Context: an optimization exercise on an open-source flow, tuned for small area. The choices shown serve that exercise and are no tape-out recipe. The RTL was checked by simulation tests, not by an equivalence proof against the original design. The flow treats the clock pin as an ideal source, which a real chip does not have. Power and IR drop assume default switching activity.

==> job 1724 <==
==> flow/design.v <==
module transmitter(clk, rst, d, row, col, action, tx, busy, cell_out);
input clk;
input rst;
input [7:0] d;
input row;
input [1:0] col;
input [2:0] action;
output tx;
output busy;
output [7:0] cell_out;
reg [7:0] M [0:7];
reg [7:0] valid;
reg       busy;
reg [3:0] slot;
reg [1:0] div;
reg       t_row;
reg [1:0] t_col;
reg [1:0] kind;    
localparam S0 = 4'd6;
localparam D7 = 4'd15;
wire [7:0] sel  = 8'd1 << {row, col};
wire [7:0] tsel = 8'd1 << {t_row, t_col};
wire [7:0] bsel = 8'd1 << slot[2:0];
reg [7:0] cell_or;
reg [7:0] cur;
integer c;
always @(*) begin
    cell_or = 8'd0;
    cur = 8'd0;
    for (c = 0; c < 8; c = c + 1) begin
        cell_or = cell_or | ({8{sel[c] & valid[c]}} & M[c]);
        cur = cur | ({8{tsel[c] & valid[c]}} & M[c]);
    end
end
assign cell_out = cell_or;
wire post = busy & (div == 2'd3);
assign tx = ~busy | post | (slot[3] & |(cur & bsel));
wire last = (kind == 2'd0) |
            ((kind == 2'd1) & (t_col == 2'd3)) |
            ((kind == 2'd2) & t_row) |
            ((kind == 2'd3) & t_row & (t_col == 2'd3));
wire idle_like = ~busy | (post & last);
wire start = (action >= 3'd2) && (action <= 3'd5);
wire write = idle_like && action == 3'd1;
integer i;
always @(posedge clk) begin
    for (i = 0; i < 8; i = i + 1)
        if (write && sel[i]) M[i] <= d;
end
always @(posedge clk or posedge rst) begin
    if (rst) valid <= 8'd0;
    else if (write) valid <= valid | sel;
end
always @(posedge clk or posedge rst) begin
    if (rst) busy <= 1'b0;
    else if (idle_like) busy <= start;
end
always @(posedge clk) begin
    if (idle_like || post) begin
        slot <= S0;
        div <= 2'd0;
    end else if (div == 2'd2) begin
        if (slot == D7) begin
            slot <= S0;
            div <= 2'd3;
        end else begin
            slot <= slot + 4'd1;
            div <= 2'd0;
        end
    end else begin
        div <= div + 2'd1;
    end
end
always @(posedge clk) begin
    if (idle_like) begin
        if (start) begin
            kind <= {action[2], action[0]};
            t_row <= (action == 3'd2 || action == 3'd3) ? row : 1'b0;
            t_col <= (action == 3'd2 || action == 3'd4) ? col : 2'd0;
        end
    end else if (post) begin
        if (kind[0]) begin
            t_col <= t_col + 2'd1;
            if (kind[1] && t_col == 2'd3) t_row <= ~t_row;
        end else begin
            t_row <= ~t_row;
        end
    end
end
endmodule
module receiver(clk, rst, row, col, action, rx, busy, cell_out);
input clk;
input rst;
input row;
input [1:0] col;
input [2:0] action;
input rx;
output busy;
output [7:0] cell_out;
reg [7:0] M [0:7];
reg [7:0] valid;
reg       busy;
reg [3:0] slot;
reg [1:0] div;
reg [7:0] shift;
reg [2:0] count;
reg       r_row;
reg [1:0] r_col;
reg [1:0] kind;    
localparam D0   = 4'd0;
localparam STOP = 4'd8;
localparam SPD  = 4'd9;
wire [7:0] sel  = 8'd1 << {row, col};
wire [7:0] wsel = 8'd1 << {r_row, r_col};
reg [7:0] cell_or;
integer c;
always @(*) begin
    cell_or = 8'd0;
    for (c = 0; c < 8; c = c + 1)
        cell_or = cell_or | ({8{sel[c] & valid[c]}} & M[c]);
end
assign cell_out = cell_or;
wire spd  = (slot == SPD);
wire save = busy & spd & (div == 2'd0);
wire post = busy & spd & (div == 2'd1);
wire last = (kind == 2'd0) |
            ((kind == 2'd1) & (count[2] | (count[1:0] == 2'd0))) |
            ((kind == 2'd2) & (count != 3'd1));
wire idle_like = ~busy | (post & last);
integer i;
always @(posedge clk) begin
    for (i = 0; i < 8; i = i + 1)
        if (save && wsel[i]) M[i] <= shift;
end
always @(posedge clk or posedge rst) begin
    if (rst) valid <= 8'd0;
    else if (save) valid <= valid | wsel;
end
always @(posedge clk or posedge rst) begin
    if (rst) count <= 3'd0;
    else if (save) count <= count + 3'd1;
end
always @(posedge clk or posedge rst) begin
    if (rst) busy <= 1'b0;
    else if (idle_like) busy <= ~rx;
end
always @(posedge clk) begin
    if (~busy) begin
        slot <= SPD;
        div <= 2'd2;
    end else if (div == 2'd2) begin
        div <= 2'd0;
        slot <= spd ? D0 : slot + 4'd1;
    end else begin
        div <= div + 2'd1;
    end
end
always @(posedge clk) begin
    if (busy && !slot[3] && div == 2'd2) shift <= {rx, shift[7:1]};
end
always @(posedge clk) begin
    if (idle_like) begin
        if (!rx) begin
            r_row <= row;
            r_col <= col;
            kind <= (action == 3'd3) ? 2'd1 : (action == 3'd4) ? 2'd2 : 2'd0;
        end
    end else if (post) begin
        if (kind[0]) r_col <= r_col + 2'd1;
        else r_row <= ~r_row;
    end
end
endmodule
module main(clk, rst, d0, d1, d2, d3, d4, d5, d6, d7, row, col0, col1, action0, action1, action2, t_busy, r_busy, t_cell0, t_cell1, t_cell2, t_cell3, t_cell4, t_cell5, t_cell6, t_cell7, r_cell0, r_cell1, r_cell2, r_cell3, r_cell4, r_cell5, r_cell6, r_cell7);
input clk;
input rst;
input d0, d1, d2, d3, d4, d5, d6, d7;
input row;
input col0, col1;
input action0, action1, action2;
output t_busy, r_busy;
output t_cell0, t_cell1, t_cell2, t_cell3, t_cell4, t_cell5, t_cell6, t_cell7;
output r_cell0, r_cell1, r_cell2, r_cell3, r_cell4, r_cell5, r_cell6, r_cell7;
wire [7:0] d = {d7, d6, d5, d4, d3, d2, d1, d0};
wire [1:0] col = {col1, col0};
wire [2:0] action = {action2, action1, action0};
wire [7:0] t_cell, r_cell;
wire tx_line;
assign {t_cell7, t_cell6, t_cell5, t_cell4, t_cell3, t_cell2, t_cell1, t_cell0} = t_cell;
assign {r_cell7, r_cell6, r_cell5, r_cell4, r_cell3, r_cell2, r_cell1, r_cell0} = r_cell;
transmitter tx_inst(
    .clk(clk), .rst(rst), .d(d), .row(row), .col(col), .action(action),
    .tx(tx_line), .busy(t_busy), .cell_out(t_cell)
);
receiver rx_inst(
    .clk(clk), .rst(rst), .row(row), .col(col), .action(action),
    .rx(tx_line), .busy(r_busy), .cell_out(r_cell)
);
endmodule
==> flow/flow/run.sh <==
#!/bin/bash
# Own layout flow: the standard flow (standard.sh), with
#  - synthesis re-mapped by an area-oriented ABC script (flow/area.abc) and
#    without the adder mapping step; registers are mapped before ABC runs,
#    so they are the standard synthesis's own;
#  - input/output port buffers of the smallest buffer cell (buf_1);
#  - a clock tree of clkbuf_4 cells without dummy loads, where clock
#    buffers with slow sinks are upsized afterwards (flow/post_cts.tcl).
# Each step's output goes to its own log file in the work folder.
set -euo pipefail
W="$(cd "$(dirname "${BASH_SOURCE[0]}")/.." && pwd)"
F="$W/flow"
cd "$W"

# ORFS synth.tcl with the ABC script replaced after the preamble sets it.
sed 's#^source \$::env(SCRIPTS_DIR)/synth_preamble.tcl$#&\nset abc_args [lreplace $abc_args 1 1 '"$F"'/area.abc]#' \
  "$FLOW_HOME/scripts/synth.tcl" > "$W/own_synth_body.tcl"
grep -q "area.abc" "$W/own_synth_body.tcl"
sed "s#source \$::env(SCRIPTS_DIR)/synth.tcl#source $W/own_synth_body.tcl#" \
  "$W/synth_recipe.tcl" > "$W/own_synth.tcl"
grep -q "own_synth_body.tcl" "$W/own_synth.tcl"

bash standard.sh SYNTH_SCRIPT="$W/own_synth.tcl" ADDER_MAP_FILE= synth > "$W/synth.log" 2>&1

export BUFFER_PORTS_ARGS="-buffer_cell sky130_fd_sc_hd__buf_1"
export CTS_ARGS="-sink_clustering_enable -repair_clock_nets -dont_use_dummy_load -buf_list sky130_fd_sc_hd__clkbuf_4"
export POST_CTS_TCL="$F/post_cts.tcl"
bash standard.sh finish > "$W/layout.log" 2>&1
==> flow/flow/area.abc <==
strash
dc2
dch -f
map -a
strash
dch -f
map -a
topo
==> flow/flow/post_cts.tcl <==
estimate_parasitics -placement
set_propagated_clock [all_clocks]
set limit 115
set n 0
foreach inst [get_cells *] {
  if {[get_property $inst ref_name] ne "sky130_fd_sc_hd__clkbuf_4"} { continue }
  set out [get_pins [get_property $inst full_name]/X]
  set worst 0
  foreach p [get_pins -of_objects [get_nets -of_objects $out] -filter "direction==input"] {
    foreach e {rise fall} {
      set worst [expr {max($worst, 1000.0 * [get_property $p slew_max_$e])}]
    }
  }
  puts "clock buffer [get_property $inst full_name]: worst sink slew $worst ps"
  if {$worst > $limit} {
    replace_cell $inst sky130_fd_sc_hd__clkbuf_8
    incr n
  }
}
puts "upsized $n clock buffers"
if {$n > 0} {
  detailed_placement
  estimate_parasitics -placement
}
==> flow/standard.sh <==
#!/bin/bash
# synth_recipe.tcl (not shown) runs the flow's synth.tcl, then flattens the netlist and writes it again
# the make line also repeats each setting of config.mk as NAME=value (left out here)
make -C /OpenROAD-flow-scripts/flow DESIGN_CONFIG=/design/flow/config.mk WORK_HOME=/design/flow/orfs CLKGATE_MAP_FILE= SYNTH_SCRIPT=/design/flow/synth_recipe.tcl "${@:-finish}"
==> flow/config.mk <==
export PLATFORM = sky130hd
export DESIGN_NAME = main
export DESIGN_NICKNAME = main
export VERILOG_FILES = /design/flow/design.v
export SDC_FILE = /design/flow/constraint.sdc
export NUM_CORES = 4
export LEC_CHECK = 0
export CAP_MARGIN = 20
export CORE_MARGIN = 2
export CORE_UTILIZATION = 40
export SLEW_MARGIN = 20
==> flow/constraint.sdc <==
create_clock -name core_clock -period 8.0 [get_ports {clk}]
set_input_delay 1.6000 -clock core_clock [delete_from_list [all_inputs] [get_ports {clk}]]
set_output_delay 1.6000 -clock core_clock [all_outputs]
set_load 0.01 [all_outputs]
==> job 6447: changes against job 1724 <==
==> flow/design.v (replaced) <==
module transmitter(clk, rst, d, row, col, action, tx, busy, cell_out);
input clk;
input rst;
input [7:0] d;
input row;
input [1:0] col;
input [2:0] action;
output tx;
output busy;
output [7:0] cell_out;
reg [7:0] M [0:7];
assign cell_out = M[{row, col}];
reg [3:0] slot;
reg [1:0] div;
reg       t_row;
reg [1:0] t_col;
reg [1:0] kind;    
localparam POST = 4'd0;
localparam IDLE = 4'd1;
localparam S0   = 4'd6;
wire [7:0] cur = M[{t_row, t_col}];
assign tx = slot[3] ? cur[slot[2:0]] : ~slot[2];
assign busy = (slot != IDLE);
wire last = (kind == 2'd0) |
            ((kind == 2'd1) & (t_col == 2'd3)) |
            ((kind == 2'd2) & t_row) |
            ((kind == 2'd3) & t_row & (t_col == 2'd3));
wire idle_like = (slot == IDLE) | ((slot == POST) & last);
wire start = (action >= 3'd2) && (action <= 3'd5);
integer i;
always @(posedge clk or posedge rst) begin
    if (rst) begin
        for (i = 0; i < 8; i = i + 1) M[i] <= 8'd0;
    end else if (idle_like && action == 3'd1) begin
        M[{row, col}] <= d;
    end
end
always @(posedge clk or posedge rst) begin
    if (rst) begin
        slot <= IDLE;
        div <= 2'd0;
    end else if (idle_like) begin
        div <= 2'd0;
        slot <= start ? S0 : IDLE;
    end else if (slot == POST) begin
        div <= 2'd0;
        slot <= S0;
    end else if (div == 2'd2) begin
        div <= 2'd0;
        slot <= slot + 4'd1;
    end else begin
        div <= div + 2'd1;
    end
end
always @(posedge clk) begin
    if (idle_like) begin
        if (start) begin
            kind <= action[1:0] + 2'd2;
            t_row <= (action == 3'd2 || action == 3'd3) ? row : 1'b0;
            t_col <= (action == 3'd2 || action == 3'd4) ? col : 2'd0;
        end
    end else if (slot == POST) begin
        if (kind[0]) begin
            t_col <= t_col + 2'd1;
            if (kind[1] && t_col == 2'd3) t_row <= ~t_row;
        end else begin
            t_row <= ~t_row;
        end
    end
end
endmodule
module receiver(clk, rst, row, col, action, rx, busy, cell_out);
input clk;
input rst;
input row;
input [1:0] col;
input [2:0] action;
input rx;
output busy;
output [7:0] cell_out;
reg [7:0] M [0:7];
assign cell_out = M[{row, col}];
reg [3:0] slot;
reg [1:0] div;
reg [7:0] shift;
reg [2:0] count;
reg       r_row;
reg [1:0] r_col;
reg [1:0] kind;    
localparam STOP = 4'd0;
localparam SAVE = 4'd1;
localparam POST = 4'd2;
localparam IDLE = 4'd3;
localparam D0   = 4'd8;
assign busy = (slot != IDLE);
wire last = (kind == 2'd0) |
            ((kind == 2'd1) & (count[2] | (count[1:0] == 2'd0))) |
            ((kind == 2'd2) & (count != 3'd1));
wire idle_like = (slot == IDLE) | ((slot == POST) & last);
integer i;
always @(posedge clk or posedge rst) begin
    if (rst) begin
        for (i = 0; i < 8; i = i + 1) M[i] <= 8'd0;
    end else if (slot == SAVE) begin
        M[{r_row, r_col}] <= shift;
    end
end
always @(posedge clk or posedge rst) begin
    if (rst) begin
        slot <= IDLE;
        div <= 2'd0;
        count <= 3'd0;
    end else begin
        if (slot == SAVE) count <= count + 3'd1;
        if (idle_like) begin
            if (!rx) begin
                slot <= D0;
                div <= 2'd3;
            end else begin
                slot <= IDLE;
            end
        end else if (slot == POST) begin
            slot <= D0;
            div <= 2'd3;
        end else if (slot == SAVE) begin
            slot <= POST;
        end else if (div == 2'd2) begin
            div <= 2'd0;
            slot <= (slot == STOP) ? SAVE : slot + 4'd1;
        end else begin
            div <= div + 2'd1;
        end
    end
end
always @(posedge clk) begin
    if (slot[3] && div == 2'd2) shift <= {rx, shift[7:1]};
end
always @(posedge clk) begin
    if (idle_like) begin
        if (!rx) begin
            r_row <= row;
            r_col <= col;
            kind <= (action == 3'd3) ? 2'd1 : (action == 3'd4) ? 2'd2 : 2'd0;
        end
    end else if (slot == POST) begin
        if (kind[0]) r_col <= r_col + 2'd1;
        else r_row <= ~r_row;
    end
end
endmodule
module main(clk, rst, d0, d1, d2, d3, d4, d5, d6, d7, row, col0, col1, action0, action1, action2, t_busy, r_busy, t_cell0, t_cell1, t_cell2, t_cell3, t_cell4, t_cell5, t_cell6, t_cell7, r_cell0, r_cell1, r_cell2, r_cell3, r_cell4, r_cell5, r_cell6, r_cell7);
input clk;
input rst;
input d0, d1, d2, d3, d4, d5, d6, d7;
input row;
input col0, col1;
input action0, action1, action2;
output t_busy, r_busy;
output t_cell0, t_cell1, t_cell2, t_cell3, t_cell4, t_cell5, t_cell6, t_cell7;
output r_cell0, r_cell1, r_cell2, r_cell3, r_cell4, r_cell5, r_cell6, r_cell7;
wire [7:0] d = {d7, d6, d5, d4, d3, d2, d1, d0};
wire [1:0] col = {col1, col0};
wire [2:0] action = {action2, action1, action0};
wire [7:0] t_cell, r_cell;
wire tx_line;
assign {t_cell7, t_cell6, t_cell5, t_cell4, t_cell3, t_cell2, t_cell1, t_cell0} = t_cell;
assign {r_cell7, r_cell6, r_cell5, r_cell4, r_cell3, r_cell2, r_cell1, r_cell0} = r_cell;
transmitter tx_inst(
    .clk(clk), .rst(rst), .d(d), .row(row), .col(col), .action(action),
    .tx(tx_line), .busy(t_busy), .cell_out(t_cell)
);
receiver rx_inst(
    .clk(clk), .rst(rst), .row(row), .col(col), .action(action),
    .rx(tx_line), .busy(r_busy), .cell_out(r_cell)
);
endmodule
==> flow/run.sh (new file) <==
#!/bin/bash
# synth_recipe.tcl (not shown) runs the flow's synth.tcl, then flattens the netlist and writes it again
# the make line also repeats each setting of config.mk as NAME=value (left out here)
make -C /OpenROAD-flow-scripts/flow DESIGN_CONFIG=/design/flow/config.mk WORK_HOME=/design/flow/orfs CLKGATE_MAP_FILE= SYNTH_SCRIPT=/design/flow/synth_recipe.tcl finish
removed: flow/flow/run.sh
removed: flow/flow/area.abc
removed: flow/flow/post_cts.tcl
removed: flow/standard.sh
==> impl_summary.txt <==
----------------------------------------------------
[Power]
  Part of the total power dissipated in the clock network ... 34.4%
  Switching part of the total power ... 30.4%
  Portion of total power attributed to combinational logic ... 18.8%

[Yosys]
  Area share of xor/xnor cells in the synthesized design ... less than 1%
  Post-synthesis mux area share ... 23.4%
  Post-synthesis cell area ... roughly 0.008 mm^2

[Outcome]
  Result of the run ... complete, no violations

[Die]
  Height of the chip ... 147 um

[Cells and area]
  Fill cells ... 1865
  Cell area after layout ... 0.00923 mm^2

[Critical path]
  Arrival time at the worst endpoint ... between 3000 and 4000 ps
  Critical path endpoint ... t_cell6

----------------------------------------------------
[end of results for job 6447]
==> impl_summary.txt <==
----------------------------------------------------
[Outcome]
  Result of the run ... complete, no violations

[Routing]
  DR pass1 iterations ... 5
  Met3 routed WL ... 1.50 mm

[Yosys]
  Area share of xor/xnor cells in the synthesized design ... 0.248%
  Post-synthesis mux area share ... 0%
  Number of flops mapped to enable cells by yosys ... between 100 and 150
  Fraction of the mapped netlist area in compound gates ... 14.6%
  Post-synthesis cell area ... between 0.007 and 0.008 mm^2

[Critical path]
  Path type of the worst setup path ... in -> out
  Arrival time at the worst endpoint ... 3740 ps
  Critical path endpoint ... t_cell4

[Power]
  Switching part of the total power ... ~28%

[Min path]
  Path type of the worst min-delay path ... reg -> reg

[Cells and area]
  Cell area after layout ... between 0.007 and 0.008 mm^2
  Plain + repair buffers ... 38

[Die]
  Height of the chip ... 137 um
  Effective utilization at floorplan ... 40.9%
  Core region area ... 0.0173 mm^2

[Global routing]
  Global-route wire length before repair ... 25.7 mm

[Clock network]
  Register clock-pin slew on the reported worst setup and hold paths ... roughly 80 ps

----------------------------------------------------
[end of results for job 1724]

==> separate check: timing with driven ports <==
The flow's constraints put no driver on any port. The routed layouts listed below were extracted and timed again, unchanged, in two steps. Step 1 assumes that a clkbuf_16 drives the clock port and a buf_2 every other input. Step 2 adds t to the input delays and takes it off the output delays; t is the mean of the earliest and latest rising clock arrival at the registers after step 1. Input paths then give back, and output paths get back, about the clock's delay inside the block. Three values: ideal ports, drivers, drivers and shift; two values: the first two.
run	shift t [ns]	slack for setup (ns)	clock arrival spread, ns	worst slew at a driven data input, ns
job 1724	0.484	2.665 / 2.644 / 2.644	0.035 / 0.035	0.05
job 6447	0.466	2.542 / 2.511 / 2.511	0.007 / 0.006	0.04
After both steps every run listed still meets setup and hold. For job 6447, which loses most, drivers alone change the setup slack by -0.031 ns; drivers and shift together by -0.031 ns.
